Source: an optimization exercise on an open RTL-to-GDS flow (aim: small area and a short achievable clock period). Production flows keep margins and buffers that such runs may drop.
Function was not checked in any run shown here: the RTL went through the layout flow alone.

### design/flow/constraint.sdc
create_clock -name core_clock -period 16.0 [get_ports {clk}]
set_input_delay 3.2000 -clock core_clock [delete_from_list [all_inputs] [get_ports {clk}]]
set_output_delay 3.2000 -clock core_clock [all_outputs]
set_load 0.01 [all_outputs]
### design/flow/run.sh
#!/bin/bash
# synth_recipe.tcl (not shown) runs the flow's synth.tcl, then flattens the netlist and writes it again
# the make line also repeats each setting of config.mk as NAME=value (left out here)
make -C /OpenROAD-flow-scripts/flow DESIGN_CONFIG=/design/flow/config.mk WORK_HOME=/design/flow/orfs CLKGATE_MAP_FILE= SYNTH_SCRIPT=/design/flow/synth_recipe.tcl finish
### design/flow/design.v
`default_nettype none
module top_module(
    input [11:0] angleIn,
    input [11:0] setPoint,
    input [7:0] kp,
    input [7:0] ki,
    input [7:0] kd,
    input clk,
    input rst,
    output reg signed [8:0] dutyCycleOut
    ); 
    wire signed [12:0] error;
    errorCalc errCalcInst(angleIn, setPoint, error);   
    reg signed [12:0] prevError;
    wire signed [20:0] proportional;
    reg signed [28:0] integral;
    wire signed [21:0] derivative;
    reg signed [29:0] pidOut;
    wire signed [8:0] kpS = {1'b0, kp};
    wire signed [8:0] kiS = {1'b0, ki};
    wire signed [8:0] kdS = {1'b0, kd};
    assign proportional = error * kpS;
    assign derivative = (error - prevError) * kdS;
    always @(posedge clk) begin
        if (rst) begin
            integral <= 0;
            prevError <= 0;
            pidOut <= 0;
            dutyCycleOut <= 0;
        end else begin
        integral <= integral + (error * kiS);
        if(integral > 255) integral <= 255;
        if(integral < -255) integral <= -255;
        prevError <= error;
        pidOut <= proportional + integral + derivative;
        if(pidOut > 255) dutyCycleOut <= 255;
        else if(pidOut < -255) dutyCycleOut <= -255;
        else dutyCycleOut <= pidOut[8:0];
        end
    end
endmodule
module errorCalc(
    input [11:0] angleIn,
    input [11:0] setPoint,
    output signed [12:0] error
);
    wire [12:0] carryWire;
    assign carryWire[0] = 1'b1;
    assign error[0] = carryWire[0]^(setPoint[0]^(~angleIn[0]));
    assign carryWire[1] = (carryWire[0]&(setPoint[0]^(~angleIn[0])))|((~angleIn[0])&setPoint[0]);
    assign error[1] = carryWire[1]^(setPoint[1]^(~angleIn[1]));
    assign carryWire[2] = (carryWire[1]&(setPoint[1]^(~angleIn[1])))|((~angleIn[1])&setPoint[1]);
    assign error[2] = carryWire[2]^(setPoint[2]^(~angleIn[2]));
    assign carryWire[3] = (carryWire[2]&(setPoint[2]^(~angleIn[2])))|((~angleIn[2])&setPoint[2]);
    assign error[3] = carryWire[3]^(setPoint[3]^(~angleIn[3]));
    assign carryWire[4] = (carryWire[3]&(setPoint[3]^(~angleIn[3])))|((~angleIn[3])&setPoint[3]);
    assign error[4] = carryWire[4]^(setPoint[4]^(~angleIn[4]));
    assign carryWire[5] = (carryWire[4]&(setPoint[4]^(~angleIn[4])))|((~angleIn[4])&setPoint[4]);
    assign error[5] = carryWire[5]^(setPoint[5]^(~angleIn[5]));
    assign carryWire[6] = (carryWire[5]&(setPoint[5]^(~angleIn[5])))|((~angleIn[5])&setPoint[5]);
    assign error[6] = carryWire[6]^(setPoint[6]^(~angleIn[6]));
    assign carryWire[7] = (carryWire[6]&(setPoint[6]^(~angleIn[6])))|((~angleIn[6])&setPoint[6]);
    assign error[7] = carryWire[7]^(setPoint[7]^(~angleIn[7]));
    assign carryWire[8] = (carryWire[7]&(setPoint[7]^(~angleIn[7])))|((~angleIn[7])&setPoint[7]);
    assign error[8] = carryWire[8]^(setPoint[8]^(~angleIn[8]));
    assign carryWire[9] = (carryWire[8]&(setPoint[8]^(~angleIn[8])))|((~angleIn[8])&setPoint[8]);
    assign error[9] = carryWire[9]^(setPoint[9]^(~angleIn[9]));
    assign carryWire[10] = (carryWire[9]&(setPoint[9]^(~angleIn[9])))|((~angleIn[9])&setPoint[9]);
    assign error[10] = carryWire[10]^(setPoint[10]^(~angleIn[10]));
    assign carryWire[11] = (carryWire[10]&(setPoint[10]^(~angleIn[10])))|((~angleIn[10])&setPoint[10]);
    assign error[11] = carryWire[11]^(setPoint[11]^(~angleIn[11]));
    assign carryWire[12] = (carryWire[11]&(setPoint[11]^(~angleIn[11])))|((~angleIn[11])&setPoint[11]);
    assign error[12] = ~carryWire[12];
endmodule
### design/flow/config.mk
export PLATFORM = sky130hd
export DESIGN_NAME = top_module
export DESIGN_NICKNAME = top_module
export VERILOG_FILES = /design/flow/design.v
export SDC_FILE = /design/flow/constraint.sdc
export NUM_CORES = 4
export LEC_CHECK = 0
export CAP_MARGIN = 20
export CORE_MARGIN = 2
export CORE_UTILIZATION = 40
export SLEW_MARGIN = 20
==> flow_summary.json, run 1 <==
{
  "coreArea_um2": 44410,
  "synth_top_area_share_pct": 34.77,
  "final_cell_mix": "399 x inv_1, 308 x fa_1, 191 x ha_1",
  "start_util_pct": 40.71,
  "synth-xor-area-share_pct": 5.280,
  "cts.hold.buffers_added": 0,
  "async_reset_ff_share_pct": 0,
  "worstPathArrival_ns": 15.74,
  "start_kind": "input pin",
  "grt_pass1_wl_um": 74230,
  "dp_cells": 2704,
  "drt_iter0_markers": 769,
  "overflow": 0,
  "drcViolationCount": 0,
  "insertedDiodeCount": 0,
  "ys.flop_type": "dfxtp_1",
  "drive_gt1_share_pct": 5.261,
  "routabilityCongestion": 0.8722,
  "cp.required_ns": 16.22,
  "avgViaCountPerCell": 5.069,
  "layout_commonest_cell": "inv_1",
  "yosys_register_bits": 81,
  "synth_top_family_by_area": "adder cells",
  "end_kind": "flip-flop",
  "hpwlAfterDp_um": 37640,
  "synth_area_per_cell_um2": 8.781,
  "min_from": "pidOut[5]",
  "synthAdderAreaFrac_pct": 48.26,
  "r2r_start": "prevError[0]",
  "r2r_end": "pidOut[28]",
  "cts_tree": "yes",
  "period_needed_ns": 15.52,
  "first_global_vias": 14377,
  "synthCells": 2059,
  "cp_common_cell": "fa_1",
  "fin_worst_skew_ns": 0.01093,
  "path_clk_slew_ns": 0.06,
  "netlist_area_um2": 18080,
  "yosysTopAreaCell": "fa_1",
  "hold_viol": 0,
  "critPathKind": "input pin to flip-flop",
  "crit_path_max_fanout": 4,
  "synth_mux_area_share_pct": 0.1730,
  "portBuffers": 58,
  "ys_types": 66,
  "setup_ws_ns": 0.4757,
  "area_growth_pct": 10.56,
  "grt_antenna_before_repair": 2,
  "cts_made_buffers": 9,
  "avgRoutedWirePerCell_um": 16.23,
  "dr.pass1.iters": 5,
  "status": "finished clean",
  "grt_max_degree": 55,
  "vias": 13792,
  "setup_viol_count_final": 0,
  "slew_headroom_pct": 29.49,
  "routed_wl_um": 44160,
  "yosysWarnings": 1,
  "dieArea_um2": 46920,
  "dr_wl_met3_um": 1409,
  "pre_cts_ws_ns": -0.3373,
  "cp_slowest_cell": "fa_2",
  "synth_edf_count": 0,
  "die_h_um": 216.6,
  "grt_usage_pct": 19.61,
  "maxCapViolCount": 0,
  "synthTopCellsByArea": "fa_1 35%, ha_1 13%, dfxtp_1 9.0%",
  "clock_sinks": 81,
  "fp.dieW_um": 216.6,
  "finalCritPeriodShare_pct": 97.03,
  "wl_met1_um": 20350,
  "whs_ns": 0.4655,
  "ant_nets": 0,
  "reg2reg_depth": 37,
  "synth_nets": 2618,
  "clockBufferDepth": 2,
  "top_layer": "met5",
  "nets": 2683,
  "worst_slew_pin_slew_ns": 1.054,
  "route.met2.wl_um": 21710,
  "synth-simple-area-share_pct": 17.49,
  "fin_cells": 2721,
  "crit_path_max_incr_delay_ns": 0.70,
  "fmax_mhz": 64.42,
  "clk_latency_ns": 0.35,
  "hold_path_depth": 1,
  "min_path_type": "flip-flop to flip-flop",
  "synth_compound_area_share_pct": 10.36,
  "ys_seq_area_share_pct": 8.968,
  "num_io_pins": 59,
  "n_fill_cell": 4323,
  "core.rowCount": 77,
  "htreeDepth": 3,
  "min_to": "dutyCycleOut[5]",
  "clockRootBuffer": "clkbuf_16",
  "report.final.slew_viol_count": 0,
  "fin_tns_setup_ns": 0,
  "ff2ff_setup_slack_ns": 6.89
}
[critical path, delay by kind of cell]
kind / cells / cell delay (ns)
XOR/XNOR: 2 / 0.32
AND/OR/NAND/NOR: 9 / 1.47
buffers and inverters: 4 / 0.72
adder cells (fa/ha/maj): 20 / 7.91
AO/OA/AOI/OAI: 9 / 2.12
[kinds of logic (layout without fill, tap and decap cells)]
| kind of cell | after synthesis | count (layout) |
|---|---|---|
| compound gates | 285 | 285 |
| simple gates | 616 | 616 |
| mux | 3 | 3 |
| xor+xnor | 109 | 109 |
| flops | 81 | 81 |
| fa+ha+maj | 509 | 509 |
| buf+inv | 456 | 526 |
[sequential cells by signal (all words and copies together) (netlist names)]
| name | flops |
|---|---|
| pidOut | 30 |
| prevError | 13 |
| integral | 29 |
| dutyCycleOut | 9 |
[cell usage after synthesis (all sizes together) (5+ instances only)]
master	number
and3	13
nor2b	56
xor2	42
nor3	21
nand2	162
inv	399
nor4	17
o211ai	7
a211oi	9
nor2	101
xnor2	67
fa	314
a31oi	10
o31ai	5
dfxtp	81
o21a	15
a21boi	5
or2	6
and2	181
a21o	44
clkbuf	56
a21oi	87
ha	195
o21bai	11
nand3	21
o21ai	62
nand4	14
nand2b	9
[final cells by class]
| type | instances | area [um2] | area share [%] |
|---|---|---|---|
| multi-input cells | 1522 | 14850 | 74.31 |
| well taps | 592 | 740.7 | 3.705 |
| clock inverters | 7 | 77.57 | 0.3881 |
| clock buffers | 9 | 225.2 | 1.127 |
| flip-flops and latches | 81 | 1622 | 8.112 |
| inverters | 399 | 1498 | 7.492 |
| repair buffers | 111 | 973.4 | 4.870 |
[routing by layer]
| layer | up-vias | global-route usage [%] |
|---|---|---|
| met2 | 213 | 33.64 |
| met1 | 6936 | 27.03 |
| met4 | 4 | 3.973 |
| li1 | 6597 | - |
| met5 | - | 0 |
| met3 | 42 | 1.796 |
[how the worst max path moves through the flow]
stage / from / to / slack, ns
2_1_floorplan: setPoint[0] / pidOut[29] / 0.69
3_3_place_gp: angleIn[0] / pidOut[27] / -0.12
3_5_place_dp: angleIn[0] / pidOut[27] / -0.34
4_1_cts: angleIn[0] / pidOut[27] / 0.01
5_1_grt: setPoint[0] / pidOut[29] / -0.02
6_report: angleIn[0] / pidOut[28] / 0.48
[stage by stage]
step                cell area [um2]  util (%)
floorplan                     18080         -
global placement              19570     44.07
detailed placement            19570     44.07
CTS                           19880     44.75
global route                  19990     45.01
finish                        19990     45.01
[what timing repair did]
item | CTS | global route
gates resized for setup | 0 | 22
setup buffers | 0 | 1
setup endpoints to repair | 0 | 10
hold endpoints to repair | 0 | 0
==> run 2: changes to the inputs <==
==> design/flow/design.v (replaced) <==
`default_nettype none
module top_module(
    input [11:0] angleIn,
    input [11:0] setPoint,
    input [7:0] kp,
    input [7:0] ki,
    input [7:0] kd,
    input clk,
    input rst,
    output signed [8:0] dutyCycleOut
    );
    reg signed [12:0] e_r;       
    reg signed [13:0] d_r;       
    reg [7:0] kp_r, ki_r, kd_r;
    reg rst_r;
    reg signed [20:0] integ;     
    reg signed [22:0] s_r;       
    wire signed [12:0] e = $signed({1'b0, setPoint}) - $signed({1'b0, angleIn});
    wire signed [13:0] d = $signed({2'b0, setPoint}) - $signed({2'b0, angleIn}) - e_r;
    wire signed [22:0] s = e_r * $signed({1'b0, kp_r}) + d_r * $signed({1'b0, kd_r}) + integ;
    wire signed [20:0] isum = integ + e_r * $signed({1'b0, ki_r});
    always @(posedge clk) begin
        rst_r <= rst;
        e_r <= rst ? 13'sd0 : e;
        d_r <= d;
        kp_r <= kp;
        ki_r <= ki;
        kd_r <= kd;
        if (rst_r) integ <= 0;
        else if (integ > 255) integ <= 255;
        else if (integ < -255) integ <= -255;
        else integ <= isum;
        s_r <= (rst | rst_r) ? 23'sd0 : s;
    end
    assign dutyCycleOut = (s_r > 255) ? 9'sd255 : (s_r < -255) ? -9'sd255 : s_r[8:0];
endmodule
==> flow_summary.json, run 2 <==
{
  "status": "finished clean",
  "start_util_pct": 40.30,
  "drcViolationCount": 0,
  "post_cts_resize_count": 0,
  "n_fill_cell": 4161,
  "cts_tree": "yes",
  "ys.flop_type": "dfxtp_1",
  "cp.required_ns": 16.27,
  "grt_pass1_wl_um": 66080,
  "drive_gt1_share_pct": 2.183,
  "fin_tns_setup_ns": 0,
  "synth_area_per_cell_um2": 9.121,
  "die_h_um": 209.1,
  "area_growth_pct": 8.283,
  "hpwlAfterDp_um": 31750,
  "synth.most_common_cell": "inv_1",
  "fin_worst_skew_ns": 0.01693,
  "start_kind": "input pin",
  "period_needed_ns": 6.351,
  "post-cts-setup-buffers": 0,
  "fmax_mhz": 157.4,
  "yosysWarnings": 1,
  "path_clk_slew_ns": 0.08,
  "largest_reg_flops": 23,
  "async_reset_ff_share_pct": 0,
  "clk_latency_ns": 0.39,
  "setup_viol_count_final": 0,
  "largest_register": "s_r",
  "synth_top_area_share_pct": 39.38,
  "avgViaCountPerCell": 4.834,
  "ys_types": 58,
  "dr.pass1.iters": 5,
  "clock_sinks": 96,
  "dieArea_um2": 43730,
  "yosysTopAreaCell": "fa_1",
  "overflow": 0,
  "multi_input_area_um2": 12860,
  "ant_nets": 0,
  "insertedDiodeCount": 0,
  "slew_headroom_pct": 40.33,
  "core.rowCount": 75,
  "grt_antenna_before_repair": 0,
  "report.final.slew_viol_count": 0,
  "finalCritPeriodShare_pct": 39.70,
  "portBuffers": 58,
  "place_area_um2": 17950,
  "fp.dieW_um": 209.1,
  "synthCells": 1845,
  "routed_wl_um": 37560,
  "regArea_um2": 1922,
  "ff2ff_setup_slack_ns": 9.70,
  "maxCapViolCount": 0,
  "ys_seq_area_share_pct": 11.42,
  "hold_viol": 0,
  "min_path_type": "flip-flop to flip-flop",
  "final_cell_mix": "499 x inv_1, 331 x fa_1, 204 x and2_1",
  "synthTopCellsByArea": "fa_1 39%, ha_1 12%, dfxtp_1 11%",
  "top_regs": "s_r x23, integ x21, d_r x14",
  "netlist_area_um2": 16830,
  "grt_max_degree": 20,
  "routabilityCongestion": 0.8163,
  "synth_nets": 2384,
  "finish.utilization_pct": 43.64,
  "rsz0062_at_grt": "false",
  "grt_usage_pct": 19.24,
  "nets": 2413,
  "avgRoutedWirePerCell_um": 15.54,
  "synth_common_cells": "499 x inv_1, 331 x fa_1, 204 x and2_1, 158 x ha_1, 139 x nand2_1",
  "drt_iter0_markers": 593,
  "clockBufferDepth": 2,
  "htreeDepth": 3,
  "clockRootBuffer": "clkbuf_16",
  "critPathKind": "input pin to flip-flop",
  "yosys_register_bits": 96,
  "vias": 11684,
  "layout_commonest_cell": "inv_1",
  "synth_edf_count": 0,
  "end_kind": "flip-flop",
  "num_io_pins": 59,
  "cts_made_buffers": 9,
  "worstPathArrival_ns": 6.62,
  "crit_path_max_fanout": 5,
  "first_global_vias": 13070,
  "worst_slew_pin_slew_ns": 0.8834,
  "cts.hold.buffers_added": 0,
  "coreArea_um2": 41760,
  "final_area_um2": 18220
}
run 2: cell types whose count changed after synthesis, sizes merged, moves of 15 or more:
| cell | change |
|---|---|
| a21o | -34 |
| a21oi | -41 |
| and2 | +23 |
| dfxtp | +15 |
| fa | +17 |
| ha | -37 |
| inv | +100 |
| nand2 | -23 |
| nor2 | -37 |
| nor2b | -33 |
| o21ai | -38 |
| xnor2 | -16 |
| xor2 | -28 |
run 2: cell type report:
cell class                 instances  area share [%]
clock buffer                       9           1.236
clock inverter                     6          0.2472
inverter                         499           10.28
multi-input combinational       1205           70.60
sequential                        96           10.55
tap                              539           3.701
timing repair buffer              63           3.392
run 2: layer usage:
layer	track usage, %	up-vias	routed length (um)
met5	0	-	0
met3	2.870	28	1391
met2	33.53	189	18440
met4	4.852	0	775
met1	25.11	5944	16950
li1	-	5523	-
run 2: path summary, 6_finish.rpt:
check                  start  endpoint  depth (start not counted)
setup / recovery  angleIn[0]   d_r[11]                         16
hold / removal         rst_r  integ[0]                          1
setup reg to reg     e_r[12]   s_r[22]                         21
hold reg to reg        rst_r  integ[0]                          1
run 2: logic make-up after synthesis:
family / count (synthesis) / share of synthesized area (%)
adder cells (fa/ha/maj): 489 / 51.12
AO/OA/AOI/OAI: 145 / 6.126
buffers and inverters: 544 / 12.13
AND/OR/NAND/NOR: 506 / 15.81
flip-flops: 96 / 11.42
XOR/XNOR: 65 / 3.383
run 2: worst max-delay path, cell delays in order:
cell and delay [ns]:
clkdlybuf4s50_1 0.46, ha_1 0.16, inv_1 0.05, fa_1 0.39
a21o_1 0.17, a21oi_1 0.21, nor2b_1 0.08, o21a_1 0.21
o41ai_2 0.34, xnor2_1 0.19, ha_1 0.31, and2_1 0.18
a22o_1 0.19, a31oi_1 0.19, a21oi_1 0.14, xor2_1 0.15
run 2: metrics by stage:
step | hold WS (ns) | std cells | setup slack, ns
finish | 0.6136 | 2417 | 9.649
detailed placement | 0.5794 | 2402 | 9.216
global placement | 0.5698 | 2402 | 9.250
floorplan | 0.4643 | 1845 | 10.00
CTS | 0.6113 | 2417 | 9.638
global route | 0.6311 | 2417 | 9.288
==> run 3: changes to the inputs <==
--- a/design/flow/config.mk
+++ b/design/flow/config.mk
@@ -6,4 +6,5 @@
 export NUM_CORES = 4
 export LEC_CHECK = 0
+export ABC_CLOCK_PERIOD_IN_PS = 4000
 export CAP_MARGIN = 20
 export CORE_MARGIN = 2
==> flow_summary.json, run 3 <==
{
  "status": "finished clean",
  "synthAdderAreaFrac_pct": 51.12,
  "htreeDepth": 3,
  "dr_wl_met3_um": 1391,
  "slew_headroom_pct": 40.33,
  "coreArea_um2": 41760,
  "setup_viol_count_final": 0,
  "path_delay_family": "compound AO/OA/AOI/OAI gates",
  "vias": 11684,
  "ys_types": 58,
  "fin_cells": 2417,
  "grt_max_degree": 20,
  "yosysTopAreaCell": "fa_1",
  "top_layer": "met4",
  "post_cts_resize_count": 0,
  "num_io_pins": 59,
  "multi_input_area_um2": 12860,
  "first_global_vias": 13070,
  "synth-xor-area-share_pct": 3.383,
  "critPathKind": "input pin to flip-flop",
  "cp.required_ns": 16.27,
  "maxCapViolCount": 0,
  "synth_mux_area_share_pct": 0,
  "portBuffers": 58,
  "cts.hold.buffers_added": 0,
  "synth.most_common_cell": "inv_1",
  "async_reset_ff_share_pct": 0,
  "avgRoutedWirePerCell_um": 15.54,
  "synth_nets": 2384,
  "clockRootBuffer": "clkbuf_16",
  "hold_viol": 0,
  "reg2reg_depth": 21,
  "fin_worst_skew_ns": 0.01693,
  "synthCells": 1845,
  "dp_cells": 2402,
  "ant_nets": 0,
  "top_regs": "s_r x23, integ x21, d_r x14",
  "fmax_mhz": 157.4,
  "synth_top_family_by_area": "adder cells",
  "die_h_um": 209.1,
  "finish.utilization_pct": 43.64,
  "avgViaCountPerCell": 4.834,
  "crit_path_max_incr_delay_ns": 0.46,
  "yosys_register_bits": 96,
  "dr.pass1.iters": 5,
  "routabilityCongestion": 0.8163,
  "synth_edf_count": 0,
  "period_needed_ns": 6.351,
  "r2r_end": "s_r[22]",
  "hold_path_depth": 1,
  "cts_tree": "yes",
  "critPathBufInv": 2,
  "drt_iter0_markers": 593,
  "area_growth_pct": 8.283,
  "worst_slew_pin_slew_ns": 0.8834,
  "grt_usage_pct": 19.24,
  "core.rowCount": 75,
  "nets": 2413,
  "layout_commonest_cell": "inv_1",
  "cp_slowest_cell": "clkdlybuf4s50_1",
  "end_kind": "flip-flop",
  "final_cell_mix": "499 x inv_1, 331 x fa_1, 204 x and2_1",
  "ys.flop_type": "dfxtp_1",
  "start_kind": "input pin",
  "regArea_um2": 1922,
  "largest_reg_flops": 23,
  "start_util_pct": 40.30,
  "drive_gt1_share_pct": 2.183,
  "ys_seq_area_share_pct": 11.42,
  "report.final.slew_viol_count": 0,
  "hpwlAfterDp_um": 31750,
  "worstSetupPathDepth": 16,
  "r2r_start": "e_r[12]",
  "clockBufferDepth": 2,
  "synth_top_area_share_pct": 39.38,
  "crit_path_max_fanout": 5,
  "route.met2.wl_um": 18440,
  "fin_tns_setup_ns": 0,
  "finalCritPeriodShare_pct": 39.70,
  "clk_latency_ns": 0.39,
  "yosysWarnings": 1,
  "synthTopCellsByArea": "fa_1 39%, ha_1 12%, dfxtp_1 11%",
  "grt_pass1_wl_um": 66080,
  "wl_met1_um": 16950,
  "rsz0062_at_grt": "false",
  "dieArea_um2": 43730,
  "min_path_type": "flip-flop to flip-flop",
  "worstPathArrival_ns": 6.62,
  "synth_common_cells": "499 x inv_1, 331 x fa_1, 204 x and2_1, 158 x ha_1, 139 x nand2_1",
  "grt_antenna_before_repair": 0,
  "drcViolationCount": 0,
  "cts_made_buffers": 9,
  "synth_area_per_cell_um2": 9.121,
  "post-cts-setup-buffers": 0,
  "largest_register": "s_r",
  "insertedDiodeCount": 0,
  "n_fill_cell": 4161,
  "routed_wl_um": 37560,
  "min_from": "rst_r",
  "ff2ff_setup_slack_ns": 9.70,
  "path_clk_slew_ns": 0.08,
  "synth-simple-area-share_pct": 15.81,
  "fp.dieW_um": 209.1,
  "overflow": 0,
  "path_cells": "clkdlybuf4s50_1 > ha_1 > inv_1 > fa_1 > a21o_1 > a21oi_1 > nor2b_1 > o21a_1 > o41ai_2 > xnor2_1 > ha_1 > and2_1 > a22o_1 > a31oi_1 > a21oi_1 > xor2_1",
  "synth_compound_area_share_pct": 6.126,
  "min_to": "integ[0]",
  "clock_sinks": 96,
  "netlist_area_um2": 16830
}
run 3: cell counts in the layout (fill, tap and decap cells not counted):
Identical to the previous run, type by type.
run 3: cell type report:
class | instances | area share (%)
Tap cell | 539 | 3.701
Inverter | 499 | 10.28
Clock inverter | 6 | 0.2472
Clock buffer | 9 | 1.236
Sequential cell | 96 | 10.55
Timing Repair Buffer | 63 | 3.392
Multi-Input combinational cell | 1205 | 70.60
run 3: layer usage:
layer,up-vias,global-route usage [%]
li1,5523,-
met1,5944,25.11
met2,189,33.53
met3,28,2.870
met4,0,4.852
met5,-,0
run 3: stage by stage:
stage	hold slack [ns]	instance area [um2]	setup slack, ns
floorplan	0.4643	16830	10.00
global placement	0.5698	17950	9.250
detailed placement	0.5794	17950	9.216
CTS	0.6113	18220	9.638
global route	0.6311	18220	9.288
finish	0.6136	18220	9.649
run 3: worst register-to-register path: cells and delay by family (launching register included):
kind,cells,cell delay [ns]
flops,1,0.79
xor+xnor,1,0.18
compound gates,6,1.24
simple gates,2,0.27
buf+inv,5,0.37
fa+ha+maj,7,3.31
run 3: how the worst max path moves through the flow:
stage	slack [ns]	endpoint	start
floorplan	10.00	d_r[11]	setPoint[0]
global placement	9.25	d_r[11]	angleIn[0]
detailed placement	9.22	d_r[11]	angleIn[0]
CTS	9.64	d_r[11]	angleIn[0]
global route	9.29	s_r[21]	e_r[5]
finish	9.65	d_r[11]	angleIn[0]
run 3: kinds of logic after synthesis:
group	Yosys count
buffers and inverters	544
and+or+nand+nor	506
adders and majority gates	489
AOI/OAI and AO/OA	145
DFF	96
xor gates and xnor gates	65

-- port drivers added, routing unchanged --
How much do the figures lean on ideal ports? The routed layouts below were timed once more, with nothing changed but the port constraints.
Step 1 (the two cells are an assumption about what drives the block):
set clk [get_ports {clk}]
set_driving_cell -lib_cell sky130_fd_sc_hd__clkbuf_16 $clk
set_driving_cell -lib_cell sky130_fd_sc_hd__buf_2 [delete_from_list [all_inputs] $clk]
Step 2 moves the port delays by t, midway between the first and last clock arrival at a register: inputs arrive t later, outputs are due t later. That takes back most of the time a late clock gives input paths.
a / b / c = ideal / step 1 / step 2; a / b = the first two.
| run | t, ns | setup slack, ns | hold WS [ns] | latest minus earliest clock arrival (ns) | worst slew at a driven data input, ns |
|---|---|---|---|---|---|
| run 1 | 0.396 | 0.476 / 0.501 / 0.105 | 0.465 / 0.465 / 0.465 | 0.013 / 0.012 | 0.05 |
| run 2 | 0.441 | 9.649 / 9.677 / 9.236 | 0.614 / 0.614 / 0.614 | 0.017 / 0.017 | 0.05 |
| run 3 | 0.441 | 9.649 / 9.677 / 9.236 | 0.614 / 0.614 / 0.614 | 0.017 / 0.017 | 0.05 |
After both steps every run listed still meets setup and hold.
